Background: an optimization exercise with open tools, aiming at small area and a short achievable clock period. Do not read the settings as production practice. The RTL was checked by simulation tests, not by an equivalence proof against the original design. Power is estimated from default activity; no workload was simulated.

==> job 6954 <==
==> flow/design.v <==
module datapath(clk,readnum,vsel,loada,loadb,shift,asel,bsel,ALUop,loadc,loads,writenum,write,datapath_in,status,datapath_out);
	input [2:0] readnum,writenum;
	input clk,vsel,loada,loadb,asel,bsel,loadc,loads,write;
	input [1:0] shift,ALUop;
	input [15:0] datapath_in;
	output status;
	output [15:0] datapath_out;
	reg [15:0] R0,R1,R2,R3,R4,R5,R6,R7;
	reg [15:0] A,B,C;
	reg S;
	assign datapath_out = C;
	assign status = S;
	wire [15:0] wd = vsel ? datapath_in : C;
	always @(posedge clk) begin
		if (write && writenum==3'd0) R0 <= wd;
		if (write && writenum==3'd1) R1 <= wd;
		if (write && writenum==3'd2) R2 <= wd;
		if (write && writenum==3'd3) R3 <= wd;
		if (write && writenum==3'd4) R4 <= wd;
		if (write && writenum==3'd5) R5 <= wd;
		if (write && writenum==3'd6) R6 <= wd;
		if (write && writenum==3'd7) R7 <= wd;
	end
	wire [7:0] rs = 8'd1 << readnum;
	wire [15:0] rd = ({16{rs[0]}} & R0) | ({16{rs[1]}} & R1) | ({16{rs[2]}} & R2) | ({16{rs[3]}} & R3)
	               | ({16{rs[4]}} & R4) | ({16{rs[5]}} & R5) | ({16{rs[6]}} & R6) | ({16{rs[7]}} & R7);
	always @(posedge clk) begin
		if (loada) A <= rd;
		if (loadb) B <= rd;
	end
	reg [15:0] bs;
	always @(*) begin
		case (shift)
			2'b00: bs = B;
			2'b01: bs = {B[14:0],1'b0};
			2'b10: bs = {1'b0,B[15:1]};
			default: bs = {B[15],B[15:1]};
		endcase
	end
	wire [15:0] ain = asel ? 16'd0 : A;
	wire [15:0] bin = bsel ? {11'd0,datapath_in[4:0]} : bs;
	wire sub = ~ALUop[1] & ALUop[0];
	wire [15:0] bb = bin ^ {16{sub}};
	wire [15:0] g0 = ain & bb;
	wire [15:0] p0 = ain ^ bb;
	wire [15:0] gA, pA, gB, pB, gC, pC, gD;
	wire gin0 = g0[0] | (p0[0] & sub);
	genvar i;
	generate for (i=0;i<16;i=i+1) begin : ks
		wire gi = (i==0) ? gin0 : g0[i];
		if (i>=1) begin
			assign gA[i] = gi | (p0[i] & ((i-1==0) ? gin0 : g0[i-1]));
			assign pA[i] = p0[i] & p0[i-1];
		end else begin
			assign gA[i] = gi; assign pA[i] = p0[i];
		end
		if (i>=2) begin
			assign gB[i] = gA[i] | (pA[i] & gA[i-2]);
			assign pB[i] = pA[i] & pA[i-2];
		end else begin
			assign gB[i] = gA[i]; assign pB[i] = pA[i];
		end
		if (i>=4) begin
			assign gC[i] = gB[i] | (pB[i] & gB[i-4]);
			assign pC[i] = pB[i] & pB[i-4];
		end else begin
			assign gC[i] = gB[i]; assign pC[i] = pB[i];
		end
		if (i>=8) begin
			assign gD[i] = gC[i] | (pC[i] & gC[i-8]);
		end else begin
			assign gD[i] = gC[i];
		end
	end endgenerate
	wire [15:0] cy = {gD[14:0], sub};
	wire [15:0] sum = p0 ^ cy;
	wire [15:0] res = ALUop[1] ? (ALUop[0] ? ~bin : (ain & bin)) : sum;
	wire [15:0] kk = {ain[14:0] | bb[14:0], sub};
	wire zas = &(p0 ~^ kk);
	wire z = ALUop[1] ? (ALUop[0] ? &bin : ~|(ain & bin)) : zas;
	always @(posedge clk) begin
		if (loadc) C <= res;
		if (loads) S <= z;
	end
endmodule
==> flow/flow/run.sh <==
#!/bin/bash
# Standard layout (the standard.sh), with three changes:
#  - the port buffers are buf_4 cells instead of the delay cells buffer_ports picks by default,
#  - timing repair may resize a cell to one of another footprint,
#  - the half and full adder cells are kept out of synthesis (their carry and sum outputs are
#    slow); the gates ABC maps the adders to instead are faster.
# Each make/tool run writes its own logs under orfs/logs; the whole output goes to flow_standard.log.
set -euo pipefail
PLATFORM_DONT_USE=$(make -s -C "$FLOW_HOME" DESIGN_CONFIG="$PWD/config.mk" WORK_HOME="$PWD/orfs" print-DONT_USE_CELLS | sed -n 's/^DONT_USE_CELLS: //p')
EXTRA_DONT_USE="sky130_fd_sc_hd__ha_1 sky130_fd_sc_hd__ha_2 sky130_fd_sc_hd__ha_4 sky130_fd_sc_hd__fa_1 sky130_fd_sc_hd__fa_2 sky130_fd_sc_hd__fa_4"
export BUFFER_PORTS_ARGS="-buffer_cell sky130_fd_sc_hd__buf_4"
bash standard.sh MATCH_CELL_FOOTPRINT=0 "DONT_USE_CELLS=$PLATFORM_DONT_USE $EXTRA_DONT_USE" finish > flow_standard.log 2>&1
==> flow/standard.sh <==
#!/bin/bash
# synth_recipe.tcl (not shown) runs the flow's synth.tcl, then flattens the netlist and writes it again
# the make line also repeats each setting of config.mk as NAME=value (left out here)
make -C /OpenROAD-flow-scripts/flow DESIGN_CONFIG=/design/flow/config.mk WORK_HOME=/design/flow/orfs CLKGATE_MAP_FILE= SYNTH_SCRIPT=/design/flow/synth_recipe.tcl "${@:-finish}"
==> flow/config.mk <==
export PLATFORM = sky130hd
export DESIGN_NAME = datapath
export DESIGN_NICKNAME = datapath
export VERILOG_FILES = /design/flow/design.v
export SDC_FILE = /design/flow/constraint.sdc
export NUM_CORES = 4
export LEC_CHECK = 0
export ABC_AREA = 1
export CAP_MARGIN = 20
export CORE_MARGIN = 2
export CORE_UTILIZATION = 60
export SETUP_SLACK_MARGIN = 1.5
export SLEW_MARGIN = 20
==> flow/constraint.sdc <==
create_clock -name core_clock -period 5.0 [get_ports {clk}]
set_input_delay 1.0000 -clock core_clock [delete_from_list [all_inputs] [get_ports {clk}]]
set_output_delay 1.0000 -clock core_clock [all_outputs]
set_load 0.01 [all_outputs]
==> inputs of job 3363, as changes to job 6954 <==
==> flow/run.sh (new file) <==
#!/bin/bash
# synth_recipe.tcl (not shown) runs the flow's synth.tcl, then flattens the netlist and writes it again
# the make line also repeats each setting of config.mk as NAME=value (left out here)
make -C /OpenROAD-flow-scripts/flow DESIGN_CONFIG=/design/flow/config.mk WORK_HOME=/design/flow/orfs CLKGATE_MAP_FILE= SYNTH_SCRIPT=/design/flow/synth_recipe.tcl finish
--- a/flow/config.mk
+++ b/flow/config.mk
@@ -10,3 +10,3 @@
 export CORE_MARGIN = 2
-export CORE_UTILIZATION = 60
+export CORE_UTILIZATION = 40
 export SETUP_SLACK_MARGIN = 1.5
removed: flow/flow/run.sh
removed: flow/standard.sh
==> inputs of job 7482, as changes to job 6954 <==
==> flow/run.sh (new file) <==
#!/bin/bash
# synth_recipe.tcl (not shown) runs the flow's synth.tcl, then flattens the netlist and writes it again
# the make line also repeats each setting of config.mk as NAME=value (left out here)
make -C /OpenROAD-flow-scripts/flow DESIGN_CONFIG=/design/flow/config.mk WORK_HOME=/design/flow/orfs CLKGATE_MAP_FILE= SYNTH_SCRIPT=/design/flow/synth_recipe.tcl finish
--- a/flow/config.mk
+++ b/flow/config.mk
@@ -7,7 +7,6 @@
 export LEC_CHECK = 0
-export ABC_AREA = 1
 export CAP_MARGIN = 20
 export CORE_MARGIN = 2
-export CORE_UTILIZATION = 60
-export SETUP_SLACK_MARGIN = 1.5
+export CORE_UTILIZATION = 40
+export SETUP_SLACK_MARGIN = 2.5
 export SLEW_MARGIN = 20
removed: flow/flow/run.sh
removed: flow/standard.sh
==> results.cfg <==
[power]
swShare = 0.280
total_power_uw = 3710
share_comb_of_total_power = 0.162
pwr-share-clk = 0.361

[floorplanning]
die_area_mm2 = 0.0233

[layout]
syn_to_final_growth_pct = 17.9
drive_gt1_frac = 0.131
inv_count = 75

[critical_path]
crit_path_max_fanout = 8

[synthesis]
synthDistinctLibCells = 44
syn_nets = 879

[clocking]
cts_resized = 7

[global_routing]
use_met3 = 0.0344

[run_status]
status = timing/DRC/antenna clean
[end of results for job 3363]
==> results.cfg <==
[power]
swShare = 0.288
pwr-share-clk = 0.351
share_comb_of_total_power = 0.164
total_power_uw = 3630
ir_drop_v = 0.000378

[clocking]
cts_resized = 2

[synthesis]
synthDistinctLibCells = 45
syn_nets = 945

[run_status]
status = timing/DRC/antenna clean

[layout]
largest_class = sequential cells
inv_count = 87
clock_buffers = 17

[global_routing]
use_met3 = 0.0432

[timing]
hold_viol = 0

[floorplanning]
core_mm2 = 0.0152
die_y_um = 129
die_area_mm2 = 0.0166

[critical_path]
end_kind = flop
[end of results for job 6954]
==> results.cfg <==
[layout]
syn_to_final_growth_pct = 27.2
inv_count = 37
drive_gt1_frac = 0.307

[critical_path]
crit_path_max_fanout = 6

[synthesis]
synthDistinctLibCells = 66
synthAdderAreaFrac = 0.0452
syn_nets = 793

[global_routing]
use_met3 = 0.0332
use_met2 = 0.345

[power]
swShare = 0.287
total_power_uw = 4000
share_comb_of_total_power = 0.215

[floorplanning]
die_area_mm2 = 0.0245

[timing]
rsz0062_at_grt = yes

[run_status]
status = timing/DRC/antenna clean

[hold_path]
worstHoldStart = R0[12]$_DFFE_PP_

[clocking]
cts_resized = 105
[end of results for job 7482]

* * *

==> inputs of job 7577 <==
Starts from the design.v that is shown in full above.
==> flow/config.mk <==
export PLATFORM = sky130hd
export DESIGN_NAME = datapath
export DESIGN_NICKNAME = datapath
export VERILOG_FILES = /design/flow/design.v
export SDC_FILE = /design/flow/constraint.sdc
export NUM_CORES = 4
export LEC_CHECK = 0
export ABC_AREA = 1
export CAP_MARGIN = 20
export CORE_MARGIN = 2
export CORE_UTILIZATION = 60
export SETUP_SLACK_MARGIN = 2.5
export SLEW_MARGIN = 20
==> flow/constraint.sdc <==
create_clock -name core_clock -period 5.0 [get_ports {clk}]
set_input_delay 1.0000 -clock core_clock [delete_from_list [all_inputs] [get_ports {clk}]]
set_output_delay 1.0000 -clock core_clock [all_outputs]
set_load 0.01 [all_outputs]
standard.sh (not shown) runs the stock make flow with config.mk's settings and CLKGATE_MAP_FILE= SYNTH_SCRIPT=/design/flow/synth_recipe.tcl, a recipe that flattens the netlist after the stock synthesis.
==> flow/flow/run.sh <==
#!/bin/bash
# Standard layout (the standard.sh), with three changes:
#  - the port buffers are buf_4 cells instead of the delay cells buffer_ports picks by default,
#  - timing repair may resize a cell to one of another footprint,
#  - the half and full adder cells are kept out of synthesis (their carry and sum outputs are
#    slow); the gates ABC maps the adders to instead are faster.
# Each make/tool run writes its own logs under orfs/logs; the whole output goes to flow_standard.log.
set -euo pipefail
PLATFORM_DONT_USE=$(make -s -C "$FLOW_HOME" DESIGN_CONFIG="$PWD/config.mk" WORK_HOME="$PWD/orfs" print-DONT_USE_CELLS | sed -n 's/^DONT_USE_CELLS: //p')
EXTRA_DONT_USE="sky130_fd_sc_hd__ha_1 sky130_fd_sc_hd__ha_2 sky130_fd_sc_hd__ha_4 sky130_fd_sc_hd__fa_1 sky130_fd_sc_hd__fa_2 sky130_fd_sc_hd__fa_4"
export BUFFER_PORTS_ARGS="-buffer_cell sky130_fd_sc_hd__buf_4"
bash standard.sh MATCH_CELL_FOOTPRINT=0 "DONT_USE_CELLS=$PLATFORM_DONT_USE $EXTRA_DONT_USE" finish > flow_standard.log 2>&1
==> job 8901: changes against job 7577 <==
==> flow/flow/run.sh (replaced) <==
#!/bin/bash
# Standard layout, with plain buffers on the ports instead of delay cells and
# timing repair free to resize across cell footprints.
set -euo pipefail
export BUFFER_PORTS_ARGS="-buffer_cell sky130_fd_sc_hd__buf_2"
bash standard.sh MATCH_CELL_FOOTPRINT=0 finish > flow_standard.log 2>&1
--- a/flow/config.mk
+++ b/flow/config.mk
@@ -7,7 +7,6 @@
 export LEC_CHECK = 0
-export ABC_AREA = 1
 export CAP_MARGIN = 20
 export CORE_MARGIN = 2
-export CORE_UTILIZATION = 60
-export SETUP_SLACK_MARGIN = 2.5
+export CORE_UTILIZATION = 40
+export SETUP_SLACK_MARGIN = 1.5
 export SLEW_MARGIN = 20
==> flow_summary.json <==
{
  "stdcell_count": 1105,
  "status": "complete, no violations",
  "worstReg2RegStart": "B[8]",
  "dieArea_um2": 24500,
  "power_density_nw_per_um2": 351,
  "insertion_delay_ns": 0.44,
  "initial_core_util": 0.409,
  "drt_iter0_drc": 633,
  "critPathTopFamily": "compound AO/OA/AOI/OAI gates",
  "fin_util": 0.476,
  "synth-simple-area-share": 0.0985,
  "synth_top_family_by_area": "multiplexers",
  "ir_drop_uv": 213,
  "yosysSeqAreaShare": 0.571,
  "timing.rr.end": "C[15]",
  "ff2ff_setup_slack_ns": 2.00,
  "grt_max_degree": 45,
  "drive_above_1_share": 0.261,
  "powerSeq_w": 0.00177,
  "synth_fa_ha_area_frac": 0.0452
}
Source of the figures above: job 8901

==> flow_summary.json <==
{
  "grt_max_degree": 30,
  "synth-simple-area-share": 0.266,
  "drt_iter0_drc": 738,
  "stdcell_count": 1222,
  "synth_top_family_by_area": "simple AND/OR/NAND/NOR gates",
  "cts-buffers-inserted": 17,
  "ir_drop_uv": 268,
  "initial_core_util": 0.615,
  "gr-usage-met2": 0.547,
  "insertion_delay_ns": 0.43,
  "worstReg2RegStart": "B[4]",
  "status": "complete, no violations",
  "critPathTopFamily": "simple AND/OR/NAND/NOR gates",
  "multi_input_area_share": 0.353,
  "drive_above_1_share": 0.367,
  "worstHoldPathCells": 2,
  "yosysSeqAreaShare": 0.569,
  "dieArea_um2": 16600,
  "timing.rr.end": "C[9]",
  "top_layer_used": "met4",
  "powerSeq_w": 0.00176
}
Source of the figures above: job 7577

==> afterwards: timing with drivers on the ports <==
The results above use ideal ports. As a check the final layouts listed here were re-extracted and re-timed, cells and wires unchanged. Step 1 sets driving cells, clkbuf_16 on the clock port and buf_2 on the other inputs (assumed; they add their load-dependent delay and slew). Step 2, shift: input delay + t, output delay - t, t = (earliest + latest rising clock arrival at the registers) / 2. This alone moves slack from input paths to output paths. a / b / c = ideal ports / drivers / drivers and shift; a / b = the first two.
| run | shift t [ns] | setup WS [ns] | latest minus earliest clock arrival (ns) | pins driven straight from the clock port |
|---|---|---|---|---|
| job 6954 | 0.467 | 1.834 / 1.853 / 1.386 | 0.014 / 0.014 | 1 |
| job 3363 | 0.472 | 1.691 / 1.709 / 1.237 | 0.008 / 0.009 | 1 |
| job 7482 | 0.474 | 1.716 / 1.710 / 1.236 | 0.024 / 0.024 | 1 |
| job 7577 | 0.473 | 2.419 / 2.262 / 1.788 | 0.008 / 0.009 | 1 |
| job 8901 | 0.476 | 1.628 / 1.632 / 1.156 | 0.015 / 0.015 | 1 |
After both steps every run listed still meets setup and hold. For job 7577, which loses most, drivers alone change the setup slack by -0.157 ns; drivers and shift together by -0.631 ns.
